This design comes from an exercise in tuning for small area, a short achievable clock period and few clock cycles on the open sky130 flow, not from production work.
In this exercise RTL edits were held to simulation tests only and were not proved equivalent to the original.

## flow/design.v (module list and top-level ports; edited modules follow where they fit)
// module Divider16t: 108 lines
// module MultDiv: 2458 lines
// module mac_fa: 4 lines
// module mac_ha: 4 lines
// module mac_pp: 3 lines
// module muldiv_unit: 117 lines
module muldiv_unit (
    input               clk,
    input               resetn,
    input               req_valid,
    output              req_ready,
    input       [2:0]   req_op,      
    input       [31:0]  req_a,
    input       [31:0]  req_b,
    input       [31:0]  req_hi,      
    input       [31:0]  req_lo,
    output              resp_valid,
    output      [31:0]  resp_hi,
    output      [31:0]  resp_lo
);
  // ...
==> flow/flow/run.sh <==
#!/bin/bash
# The standard layout (standard.sh) with two changes to how it is made:
#  - ORFS's setup repair is asked to leave a larger slack margin: the design's
#    20 ns clock leaves every path with slack, so without a margin the repair
#    never works on the critical paths;
#  - the port buffers that placement inserts on every input and output are
#    plain buffers (buf_4) rather than the slow delay cells it picks by itself.
set -euo pipefail
MARGIN=13
PORTBUF=sky130_fd_sc_hd__buf_4
sed "s|\"\${@:-finish}\"|SETUP_SLACK_MARGIN=$MARGIN 'BUFFER_PORTS_ARGS=-buffer_cell $PORTBUF' \"\${@:-finish}\"|" standard.sh > standard_mod.sh
grep -q "SETUP_SLACK_MARGIN=$MARGIN" standard_mod.sh
bash standard_mod.sh > layout.log 2>&1
==> flow/standard.sh <==
#!/bin/bash
# synth_recipe.tcl (not shown) runs the flow's synth.tcl, then flattens the netlist and writes it again
# the make line also repeats each setting of config.mk as NAME=value (left out here)
make -C /OpenROAD-flow-scripts/flow DESIGN_CONFIG=/design/flow/config.mk WORK_HOME=/design/flow/orfs CLKGATE_MAP_FILE= SYNTH_SCRIPT=/design/flow/synth_recipe.tcl "${@:-finish}"
==> flow/config.mk <==
export PLATFORM = sky130hd
export DESIGN_NAME = muldiv_unit
export DESIGN_NICKNAME = muldiv_unit
export VERILOG_FILES = /design/flow/design.v
export SDC_FILE = /design/flow/constraint.sdc
export NUM_CORES = 8
export LEC_CHECK = 0
export CAP_MARGIN = 20
export CORE_MARGIN = 2
export CORE_UTILIZATION = 40
export SLEW_MARGIN = 20
export SYNTH_HIERARCHICAL = 1
export SYNTH_MINIMUM_KEEP_SIZE = 0
==> flow/constraint.sdc <==
create_clock -name core_clock -period 20.0 [get_ports {clk}]
set_input_delay 4.0000 -clock core_clock [delete_from_list [all_inputs] [get_ports {clk}]]
set_output_delay 4.0000 -clock core_clock [all_outputs]
set_load 0.01 [all_outputs]
==> qor.txt, run 1 <==
Max Cap Viol: 0
DIE HEIGHT: 403 um
most common cell after layout, fill and taps aside: xnor2_1
area of the multi-input gates: 49400 sq um
status: finished clean
post-route ant nets: 0
largest fanout on the critical path: 19
die area: 162000 sq um
simple logic cell fraction of the synthesized area: 0.0957
slowest stage cell, crit path: fa_1
Worst Setup EP: e0_res[54]
Non-clk invs: 282
Fin Setup TNS: 0 ns
drt drc: 0
M3 GR Usage: 0.0687
Cell Count, Final, Fillers Out: 8601
most frequent cells in the layout: xnor2_1, fa_1, a22oi_2
clock tree root buffer cell: clkbuf_16
CORE AREA: 158000 sq um
vias: 54500
met2 GRT Util: 0.474
clock-cell share of area: 0.0252
Layout fillers: 14800
Setup WS pre-CTS: 11.42 ns
Worst Hold Path Cells: 2
Num CTS Buffers: 56
CTS H-Tree Depth: 2
xor-xnor portion of the synthesized cell area: 0.133
Pre-antenna DRT Iters: 6
PostCTS Resize Cnt: 245
final worst setup slack: 13.02 ns
antenna cells: 3
largest family of logic cells by synthesized area: adder cells
leading cell type by number of instances after synthesis: xnor2_1
clk buf depth: 3
critical path depth: 19
FMAX: 0.143 GHz
Testbench counts, summed over its fixed seeds: cycles 5,243.
==> inputs of run 2 (changes only) <==
--- a/flow/flow/run.sh
+++ b/flow/flow/run.sh
@@ -7,5 +7,5 @@
 #    plain buffers (buf_4) rather than the slow delay cells it picks by itself.
 set -euo pipefail
-MARGIN=13
+MARGIN=12.5
 PORTBUF=sky130_fd_sc_hd__buf_4
 sed "s|\"\${@:-finish}\"|SETUP_SLACK_MARGIN=$MARGIN 'BUFFER_PORTS_ARGS=-buffer_cell $PORTBUF' \"\${@:-finish}\"|" standard.sh > standard_mod.sh
==> run 2 against run 1 <==
Flip-flop and latch count stayed put. Still clean on timing, DRC and antenna. Critical endpoint is now e0_res[56]. First-iteration DRC count grew 3.2%. Critical path depth is the same. Critical path type unchanged.
==> qor.txt, run 2 <==
GRT Overall Usage: 0.300
vias in the first global route: 54900
pin count of the biggest net entering global routing: 73
initial core utilization: 0.402
most common cell after layout, fill and taps aside: xnor2_1
CTS H-Tree Depth: 2 (unchanged)
site row count: 146
vias: 53700 (-1.5%)
CTS Hold Bufs: 0
clk buf depth: 3 (unchanged)
CP Class: reg2reg
synth unique cells: 124
Slew Limit Headroom: 0.195
Hold Fails Final Rpt: 0
crit share post-route: 0.374
met1 usage: 0.400
placed insts: 8383
Chip Width: 403 um
EDFF count, synth: 443
first-pass GRT wire length: 365 mm
fraction of layout cells with a size suffix above 1: 0.200
Post-Syn Area per Cell: 10.4 sq um
Final min period: 7.47 ns
I/O Pins: 200
Setup WS pre-CTS: 11.27 ns (-0.146 ns)
ys async rst share: 0
CTS tree: yes
antenna cells: 0 (-3)
WP data required: 20.41 ns
slowest stage cell, crit path: buf_4
post-route ant nets: 0 (unchanged)
final worst setup slack: 12.53 ns (-0.496 ns)
Most Frequent Cell on Critical Path: fa_1
crit path cell chain: buf_4 > a22oi_2 > xnor2_1 > fa_1 > fa_1 > fa_1 > fa_1 > fa_1 > fa_1 > ha_1 > nand4_1 > or4_1 > o22ai_2 > o31a_1 > buf_4 > a21oi_1 > o21ai_1 > xor2_2 > mux2_2
Final setup viols: 0
met2 GRT Util: 0.468 (-0.00611)
Yosys warnings: 8
most frequent cells in the layout: xnor2_1, fa_1, a22oi_2
RSZ-0062 raised after global routing: yes
status: finished clean
DIE HEIGHT: 403 um (unchanged)
Critical Path Max Stage Delay: 0.72 ns
routability congestion estimate: 0.979
Finished Core Util: 0.448
average wire per standard cell: 29.3 um
Most Crowded Layer GR: met2
instance count of the mapped netlist: 6112
clk sinks: 450
area leader, netlist: edfxtp_1
M3 GR Usage: 0.0756 (+0.00694)
Detail Placement HPWL: 177 mm
CP arrival: 7.89 ns
Pre-antenna DRT Iters: 6 (unchanged)
Max Cap Viol: 0 (unchanged)
leading cell type by number of instances after synthesis: xnor2_1
Via density: 6.31
synth cell count leaders: xnor2_1, fa_1, a22oi_2
initial drt markers: 6062
clock tree root buffer cell: clkbuf_16
largest fanout on the critical path: 38 (+19)
port buffer count: 199
register area share after synthesis: 0.211
Synth top area share: 0.209
clk latency of the worst-skew pair: 0.69 ns
Setup crit start kind: register
initial antenna violation count: 5
CORE AREA: 158000 sq um (unchanged)
drt drc: 0 (unchanged)
die area: 162000 sq um (unchanged)
Num CTS Buffers: 54 (-3.6%)
Fin Setup TNS: 0 ns (unchanged)
final net count: 7465
Post-synth top flop: edfxtp_1
biggest regs: e0_res: 64 flops, e1_res: 64 flops, u_div.d3: 33 flops
Layout Area Growth over Synthesis: 11.5%
CP Capture Type: register
post-synthesis register bit count: 450
HP Class: reg2reg
main area contributors after synthesis: edfxtp_1, fa_1, xnor2_1
Cell Count, Final, Fillers Out: 8504 (-1.1%)
clock skew: 0.0391 ns
FMAX: 0.134 GHz (-6.6%)
Post-Syn Area: 63600 sq um
max-slew violation count: 0
final wirelength: 249 mm
grt ovf: 0
worst slew pin tran: 1.21 ns
Clock Pin Slew Worst Setup and Hold Paths: 0.07 ns
[run 2: path summary, 6_finish.rpt]
path | from | to | slack, ns | cells after the start
worst max register to register | ir_a[7] | e0_res[56] | 12.53 | 19
worst min-delay path | e1_wait | e1_wait | 0.49 | 2
worst max-delay path | ir_a[7] | e0_res[56] | 12.53 | 19
worst min register to register | e1_wait | e1_wait | 0.49 | 2
[run 2: critical path: cells and delay by family (launching register included)]
| kind | cells | cell delay [ns] |
|---|---|---|
| xor+xnor | 2 | 0.35 |
| simple gates | 2 | 0.84 |
| flops | 1 | 0.32 |
| fa+ha+maj | 7 | 3.46 |
| compound gates | 5 | 1.00 |
| buf+inv | 2 | 0.88 |
| mux | 1 | 0.33 |
[run 2: layer usage]
layer,vias up,wire [um]
met2,3087,110000
met5,-,43
met4,6,9750
li1,23100,-
met1,26900,103000
met3,570,26200
[run 2: per-module statistics from Yosys, one instance, submodules excluded]
module / copies in the design / flip-flops and latches / cell area (sq um) / cells
muldiv_unit: 1 / 313 / 13600 / 865
mac_ha: 45 / 0 / 12.5 / 1
MultDiv: 1 / 0 / 4500 / 685
Divider16t: 1 / 137 / 22800 / 2918
mac_fa: 545 / 0 / 20.0 / 1
mac_pp: 527 / 0 / 21.3 / 2
[run 2: stage by stage]
step                      hold WS [ns]  cell area, sq um
after global routing             0.541             70900
final                            0.495             70900
after detailed placement         0.486             68200
after CTS                        0.497             70400
after global placement           0.483             68200
after floorplan                  0.467             63800
[run 2: what timing repair did]
action	4_1_cts	5_1_grt
gates resized for setup	76	92
setup buffers	6	13
cloned	0	3
pin swaps	1	4
endpoints found under the setup margin	102	68
[run 2: cell families after synthesis]
| family | after synthesis | synth area share |
|---|---|---|
| buffers and inverters | 450 | 0.0286 |
| adder cells (fa/ha/maj) | 942 | 0.251 |
| multiplexers | 205 | 0.0349 |
| flip-flops | 450 | 0.211 |
| XOR/XNOR | 966 | 0.133 |
| AO/OA/AOI/OAI | 1889 | 0.245 |
| other | 1 | 0.0000590 |
| AND/OR/NAND/NOR | 1209 | 0.0957 |
[run 2: final cells by class]
type / count / area, sq um
fill: 15000 / 87300
inverter: 282 / 1070
clock inverter: 30 / 367
tap: 2072 / 2590
clock buffer: 69 / 1440
multi-input combinational: 5243 / 48900
sequential: 450 / 13400
timing repair buffer: 358 / 3080
==> inputs of run 3 (changes only) <==
--- a/flow/flow/run.sh
+++ b/flow/flow/run.sh
@@ -7,5 +7,5 @@
 #    plain buffers (buf_4) rather than the slow delay cells it picks by itself.
 set -euo pipefail
-MARGIN=12.5
+MARGIN=13
 PORTBUF=sky130_fd_sc_hd__buf_4
 sed "s|\"\${@:-finish}\"|SETUP_SLACK_MARGIN=$MARGIN 'BUFFER_PORTS_ARGS=-buffer_cell $PORTBUF' \"\${@:-finish}\"|" standard.sh > standard_mod.sh
--- a/flow/config.mk
+++ b/flow/config.mk
@@ -8,5 +8,6 @@
 export CAP_MARGIN = 20
 export CORE_MARGIN = 2
-export CORE_UTILIZATION = 40
+export CORE_UTILIZATION = 55
+export PLACE_DENSITY = 0.75
 export SLEW_MARGIN = 20
 export SYNTH_HIERARCHICAL = 1
==> run 3 against run 2 <==
Flip-flop and latch count unchanged. Cell area up 1.5%. Die area shrank 27%. Worst setup slack better by 0.36 ns. Register-to-register slack improved by 0.36 ns. Clock-buffer cell count shrank 8. Utilization up 18 points. First-iteration DRC count is 21% higher. Sequential share of layout area decreased by 0.27 points. Non-clock buffer count up 81. Critical path type unchanged.
==> qor.txt, run 3 <==
worst slew pin tran: 1.15 ns (-0.0615 ns)
depth of the most critical reg-to-reg path: 20 (+1)
Synth top area share: 0.209 (unchanged)
synth unique cells: 124 (unchanged)
average wire per standard cell: 29.9 um (+1.9%)
vias in the first global route: 55400 (+0.94%)
Chip Width: 344 um (-15%)
Num CTS Buffers: 52 (-3.7%)
RSZ-0062 raised after global routing: yes
Compound-Gate Fraction of Synth Area: 0.245 (unchanged)
Yosys warnings: 8 (unchanged)
largest fanout on the critical path: 40 (+5.3%)
fraction of layout cells with a size suffix above 1: 0.219 (+0.0191)
final wirelength: 240 mm (-3.8%)
initial drt markers: 7321 (+21%)
xor-xnor portion of the synthesized cell area: 0.133 (unchanged)
biggest regs: e0_res: 64 flops, e1_res: 64 flops, u_div.d3: 33 flops
grt ovf: 0 (unchanged)
Worst Setup EP: e0_res[54]
max-slew violation count: 0 (unchanged)
vias: 56000 (+4.3%)
crit share post-route: 0.356 (-0.0180)
Critical Path Source: ir_a[6]
leading cell type by number of instances after synthesis: xnor2_1
port buffer count: 199 (unchanged)
Critical Path Max Stage Delay: 0.60 ns (-0.12 ns)
Slew Limit Headroom: 0.234 (+0.0394)
initial core utilization: 0.555 (+0.153)
Post-DP Area: 67400 sq um (-1.1%)
post-synthesis register bit count: 450 (unchanged)
Worst R2R Setup Slack: 12.89 ns (+0.36 ns)
area leader, netlist: edfxtp_1
Max Cap Viol: 0 (unchanged)
mux share of post-synthesis cell area: 0.0349 (unchanged)
Final setup viols: 0 (unchanged)
ys async rst share: 0 (unchanged)
clk latency of the worst-skew pair: 0.68 ns (about the same)
status: finished clean
Layout Area Growth over Synthesis: 13.1%
CORE AREA: 115000 sq um (-28%)
most common cell after layout, fill and taps aside: xnor2_1
initial antenna violation count: 4 (-1)
Pre-antenna DRT Iters: 8 (+2)
routed wl met2: 102 mm (-7.6%)
Final min period: 7.11 ns (-0.361 ns)
WP data required: 20.41 ns (about the same)
most frequent cells in the layout: xnor2_1, fa_1, a22oi_2
routability congestion estimate: 1.02 (+4.6%)
DRT met1 WL: 89.6 mm (-13%)
HP Class: reg2reg
Detail Placement HPWL: 164 mm (-7.1%)
Clock Pin Slew Worst Setup and Hold Paths: 0.06 ns (about the same)
pin count of the biggest net entering global routing: 84 (+15%)
placed insts: 7814 (-6.8%)
Post-synth top flop: edfxtp_1
GRT Overall Usage: 0.393 (+0.0930)
CTS H-Tree Depth: 2 (unchanged)
first-pass GRT wire length: 350 mm (-4.1%)
register area share after synthesis: 0.211 (unchanged)
final worst setup slack: 12.89 ns (+0.361 ns)
Most Frequent Cell on Critical Path: fa_1
final net count: 7544 (+1.1%)
hold slack final: 0.501 ns (+0.00619 ns)
CP Class: reg2reg
drt drc: 0 (unchanged)
top routing layer in use: met5
simple logic cell fraction of the synthesized area: 0.0957 (unchanged)
slowest stage cell, crit path: fa_1
Non-Filler Cell Area, Final: 71900 sq um (+1.5%)
largest family of logic cells by synthesized area: adder cells
Fin Setup TNS: 0 ns (unchanged)
Reg area: 13400 sq um (unchanged)
area of the multi-input gates: 49300 sq um (+0.84%)
Hold Fails Final Rpt: 0 (unchanged)
Post-Syn Area: 63600 sq um (unchanged)
instance count of the mapped netlist: 6112 (unchanged)
die area: 118000 sq um (-27%)
CTS Hold Bufs: 0 (unchanged)
Setup crit start kind: register
RR Endpoint: e0_res[54]
clk sinks: 450 (unchanged)
DIE HEIGHT: 344 um (-15%)
post-route ant nets: 0 (unchanged)
clk buf depth: 3 (unchanged)
CP Capture Type: register
CTS tree: yes
clock tree root buffer cell: clkbuf_16
met3 WL: 33.2 mm (+27%)
Layout fillers: 9161 (-39%)
Post-Syn Area per Cell: 10.4 sq um (unchanged)
worst r2r src: ir_a[6]
Via density: 6.98 (+11%)
Cell Count, Final, Fillers Out: 8023 (-5.7%)
I/O Pins: 200 (unchanged)
crit path cell chain: clkbuf_8 > a22oi_2 > xnor2_1 > fa_1 > fa_1 > fa_1 > fa_1 > fa_1 > fa_1 > ha_2 > a21oi_1 > o21ai_1 > a21oi_2 > o41ai_4 > buf_4 > a21o_4 > a21bo_2 > a21oi_1 > xnor2_1 > mux2_2
Setup WS pre-CTS: 11.35 ns (+0.0734 ns)
main area contributors after synthesis: edfxtp_1, fa_1, xnor2_1
EDFF count, synth: 443 (unchanged)
site row count: 124 (-15%)
CP arrival: 7.52 ns (-0.37 ns)
Post-Synth Adder-Cell Area: 0.251 (unchanged)
clock skew: 0.0329 ns (-0.00624 ns)
synth cell count leaders: xnor2_1, fa_1, a22oi_2
FMAX: 0.141 GHz (+5.1%)
## run 3: cell counts after synthesis
Identical to the previous run, type by type.
## run 3: modules after synthesis, one instance, submodules excluded
| module | flops+latches | times used | area (sq um) | cells |
|---|---|---|---|---|
| mac_fa | 0 | 545 | 20.0 | 1 |
| Divider16t | 137 | 1 | 22800 | 2918 |
| muldiv_unit | 313 | 1 | 13600 | 865 |
| mac_ha | 0 | 45 | 12.5 | 1 |
| mac_pp | 0 | 527 | 21.3 | 2 |
| MultDiv | 0 | 1 | 4500 | 685 |
## run 3: routing by layer
| metal | up-vias | global-route usage |
|---|---|---|
| li1 | 23300 | - |
| met1 | 27200 | 0.510 |
| met2 | 4404 | 0.587 |
| met3 | 1055 | 0.131 |
| met4 | 14 | 0.196 |
| met5 | - | 0.00321 |
## run 3: stage by stage
step,utilization
floorplan,-
global placement,0.589
detailed placement,0.589
CTS,0.614
global route,0.628
finish,0.628
## run 3: timing repair
action / CTS / global route
resized for setup: 199 / 203
pin swaps: 8 / 31
endpoints found under the setup margin: 127 / 91
gates cloned: 6 / 7
setup buffers: 19 / 79
endpoints found under the hold margin: 0 / 0
## run 3: logic make-up after synthesis
group / Yosys count
flip-flops: 450
XOR/XNOR: 966
other: 1
buffers and inverters: 450
multiplexers: 205
AO/OA/AOI/OAI: 1889
AND/OR/NAND/NOR: 1209
adder cells (fa/ha/maj): 942
## run 3: final cells by class
type,count,share of cell area
antenna,1,0.0000348
clock buffer,61,0.0189
clock inverter,35,0.00501
inverter,282,0.0149
multi-input combinational,5243,0.686
sequential,450,0.187
tap,1512,0.0263
timing repair buffer,439,0.0624
## run 3: critical path, delay by kind of cell, from the launching register on
kind            cells  cell delay (ns)
compound gates      8             1.63
xor+xnor            2             0.37
fa+ha+maj           7             3.47
buf+inv             2             0.72
flops               1             0.34
mux                 1             0.29
## run 3: worst min-delay path by stage
stage | start | to | depth (start not counted)
final | e1_wait | e1_wait | 2
after floorplan | ir_sa | u_div.r_neg | 0
after CTS | e1_wait | e1_wait | 2
after global placement | e1_wait | e1_wait | 2
after detailed placement | e1_wait | e1_wait | 2
after global routing | e1_wait | e1_wait | 2
==> inputs of run 4 (changes only) <==
==> flow/flow/run.sh (replaced) <==
#!/bin/bash
# The standard layout (standard.sh), with ORFS's setup repair asked to leave a
# larger slack margin: the design's 20 ns clock leaves every path with slack,
# so without a margin the repair never works on the critical paths.
set -euo pipefail
MARGIN=13
sed "s|\"\${@:-finish}\"|SETUP_SLACK_MARGIN=$MARGIN \"\${@:-finish}\"|" standard.sh > standard_margin.sh
grep -q "SETUP_SLACK_MARGIN=$MARGIN" standard_margin.sh
bash standard_margin.sh > layout.log 2>&1
--- a/flow/config.mk
+++ b/flow/config.mk
@@ -8,6 +8,5 @@
 export CAP_MARGIN = 20
 export CORE_MARGIN = 2
-export CORE_UTILIZATION = 55
-export PLACE_DENSITY = 0.75
+export CORE_UTILIZATION = 40
 export SLEW_MARGIN = 20
 export SYNTH_HIERARCHICAL = 1
==> run 4 against run 3 <==
Via count is 2.9% lower. Cell count rose by 7.2%. Fmax is 2.6% higher. Critical path type unchanged. Synthesized cell count unchanged. Clock-buffer cell count is 11 higher. Critical path depth fell by 1. Wire length is 5.5% higher. Still clean.
==> qor.txt, run 4 <==
Post-Syn Area: 63600 sq um (unchanged)
clk latency of the worst-skew pair: 0.70 ns (+0.02 ns)
HP Class: reg2reg
Most Crowded Layer GR: met2
synth unique cells: 124 (unchanged)
CORE AREA: 158000 sq um (+38%)
initial drt markers: 6286 (-14%)
main area contributors after synthesis: edfxtp_1, fa_1, xnor2_1
average wire per standard cell: 29.4 um (-1.6%)
RSZ-0062 raised after global routing: yes
final net count: 7559 (+0.20%)
die area: 162000 sq um (+37%)
CP Class: reg2reg
most common cell after layout, fill and taps aside: xnor2_1
drt drc: 0 (unchanged)
CP Capture Type: register
worst slew pin tran: 1.08 ns (-0.0655 ns)
GRT Overall Usage: 0.302 (-0.0913)
biggest regs: e0_res: 64 flops, e1_res: 64 flops, u_div.d3: 33 flops
Yosys warnings: 8 (unchanged)
clk sinks: 450 (unchanged)
grt ovf: 0 (unchanged)
Via density: 6.32 (-9.4%)
Hold Fails Final Rpt: 0 (unchanged)
Final setup viols: 0 (unchanged)
routability congestion estimate: 0.974 (-4.9%)
max-slew violation count: 0 (unchanged)
Slew Limit Headroom: 0.279 (+0.0452)
Final min period: 6.93 ns (-0.180 ns)
most frequent cells in the layout: xnor2_1, fa_1, a22oi_2
I/O Pins: 200 (unchanged)
post-route ant nets: 0 (unchanged)
register area share after synthesis: 0.211 (unchanged)
DIE HEIGHT: 403 um (+17%)
Post-synth top flop: edfxtp_1
met1 usage: 0.402 (-0.108)
instance count of the mapped netlist: 6112 (unchanged)
port buffer count: 199 (unchanged)
Max Cap Viol: 0 (unchanged)
final wirelength: 253 mm (+5.5%)
vias: 54300 (-2.9%)
post-synthesis register bit count: 450 (unchanged)
first-pass GRT wire length: 366 mm (+4.8%)
Setup crit start kind: register
largest fanout on the critical path: 35 (-13%)
Fin Setup TNS: 0 ns (unchanged)
clock skew: 0.0367 ns (+0.00388 ns)
Setup WS pre-CTS: 10.95 ns (-0.393 ns)
CTS tree: yes
WP data required: 20.42 ns (about the same)
CP arrival: 7.35 ns (-0.17 ns)
EDFF count, synth: 443 (unchanged)
CTS H-Tree Depth: 2 (unchanged)
Clock Pin Slew Worst Setup and Hold Paths: 0.06 ns (about the same)
clock tree root buffer cell: clkbuf_16
fraction of layout cells with a size suffix above 1: 0.188 (-0.0309)
initial antenna violation count: 7 (+3)
ys async rst share: 0 (unchanged)
vias in the first global route: 55000 (-0.75%)
Layout fillers: 14700 (+61%)
Layout Area Growth over Synthesis: 15.4%
Num CTS Buffers: 56 (+7.7%)
initial core utilization: 0.402 (-0.153)
site row count: 146 (+18%)
final worst setup slack: 13.07 ns (+0.180 ns)
met2 GRT Util: 0.463 (-0.123)
CTS Hold Bufs: 0 (unchanged)
Detail Placement HPWL: 174 mm (+5.9%)
status: finished clean
FMAX: 0.144 GHz (+2.6%)
Post-Syn Area per Cell: 10.4 sq um (unchanged)
synth cell count leaders: xnor2_1, fa_1, a22oi_2
area leader, netlist: edfxtp_1
crit share post-route: 0.347 (-0.00900)
M3 GR Usage: 0.0805 (-0.0509)
pin count of the biggest net entering global routing: 69 (-18%)
leading cell type by number of instances after synthesis: xnor2_1
clk buf depth: 3 (unchanged)
Synth top area share: 0.209 (unchanged)
Chip Width: 403 um (+17%)
Pre-antenna DRT Iters: 7 (-1)
==> run 4: cell counts after synthesis <==
No cell type changed its count.
==> run 4: per-module statistics from Yosys, one instance, submodules excluded <==
module       times used  cells inside  flip-flops and latches  cell area [sq um]
mac_fa              545             1                       0               20.0
mac_ha               45             1                       0               12.5
Divider16t            1          2918                     137              22800
MultDiv               1           685                       0               4500
mac_pp              527             2                       0               21.3
muldiv_unit           1           865                     313              13600
==> run 4: kinds of logic after synthesis <==
family / synth area share
adders and majority gates: 0.251
buffers and inverters: 0.0286
DFF: 0.211
AOI/OAI and AO/OA: 0.245
muxes: 0.0349
xor gates and xnor gates: 0.133
and+or+nand+nor: 0.0957
other: 0.0000590
==> run 4: cell type report <==
class                      instances  area, sq um  area share
antenna                            2         5.00   0.0000682
sequential                       450        13400       0.183
clock buffer                      72         1460      0.0199
timing repair buffer             450         5040      0.0687
multi-input combinational       5243        49400       0.673
inverter                         282         1070      0.0146
clock inverter                    30          409     0.00557
tap                             2072         2590      0.0353
==> run 4: what timing repair did <==
item,CTS,global route
pin swaps,10,25
cloned,9,9
setup buffers,27,76
endpoints found under the setup margin,176,87
resized for setup,225,179
==> run 4: path summary, 6_finish.rpt <==
check             startpoint          to  slack, ns  cells after the start
setup / recovery     ir_a[2]  e0_res[56]      13.07                     19
hold / removal       e1_wait     e1_wait       0.49                      2
setup reg to reg     ir_a[2]  e0_res[56]      13.07                     19
hold reg to reg      e1_wait     e1_wait       0.49                      2
==> run 4: metrics by stage <==
stage	cell area, sq um	hold WS [ns]	utilization	cells
6_report	73400	0.492	0.464	8601
4_1_cts	71900	0.494	0.455	8514
3_5_place_dp	68600	0.483	0.434	8376
2_1_floorplan	63800	0.467	-	6142
5_1_grt	73400	0.540	0.464	8600
3_3_place_gp	68600	0.482	0.434	8376
==> run 4: metal layers <==
metal / wire (um) / vias up
met5: 86 / -
met4: 11500 / 2
met3: 28400 / 595
met2: 111000 / 3204
met1: 102000 / 27200
li1: - / 23300
==> run 4: worst max-delay path, stage by stage, from the launching register on <==
cell and delay [ns]:
edfxtp_1 0.46, buf_6 0.49, a22oi_2 0.16, xnor2_1 0.21, fa_1 0.48, fa_1 0.40, fa_1 0.45, fa_1 0.62
fa_1 0.47, ha_1 0.48, nand4_1 0.20, or3_4 0.37, or4_1 0.51, o22ai_2 0.20, o31a_1 0.18, buf_6 0.14
a21oi_2 0.10, o21ai_2 0.26, xor2_2 0.16, mux2_2 0.29

-- port drivers added, routing unchanged --
The results above use ideal ports. As a check the final layouts listed here were re-extracted and re-timed, cells and wires unchanged. Step 1 assumes that a clkbuf_16 drives the clock port and a buf_2 every other input. Step 2 times the ports against the registers' clock, not the clock port: input delays grow and output delays shrink by t, the midpoint of the rising clock arrivals with the driver on. Three values: ideal, step 1, step 2; two values: the first two.
run	shift t [ns]	setup slack, ns	hold slack, ns	clock arrival spread, ns	worst data-port slew with drivers (ns)
run 1	0.772	13.023 / 13.023 / 13.023	0.503 / 0.503 / 0.503	0.033 / 0.033	0.24
run 2	0.752	12.527 / 12.527 / 12.527	0.495 / 0.495 / 0.495	0.039 / 0.039	0.23
run 3	0.742	12.888 / 12.888 / 12.888	0.501 / 0.501 / 0.501	0.033 / 0.033	0.35
run 4	0.768	13.068 / 13.033 / 12.959	0.492 / 0.492 / 0.492	0.037 / 0.036	0.23
After both steps every run listed still meets setup and hold. For run 4, which loses most, drivers alone change the setup slack by -0.035 ns; drivers and shift together by -0.109 ns.
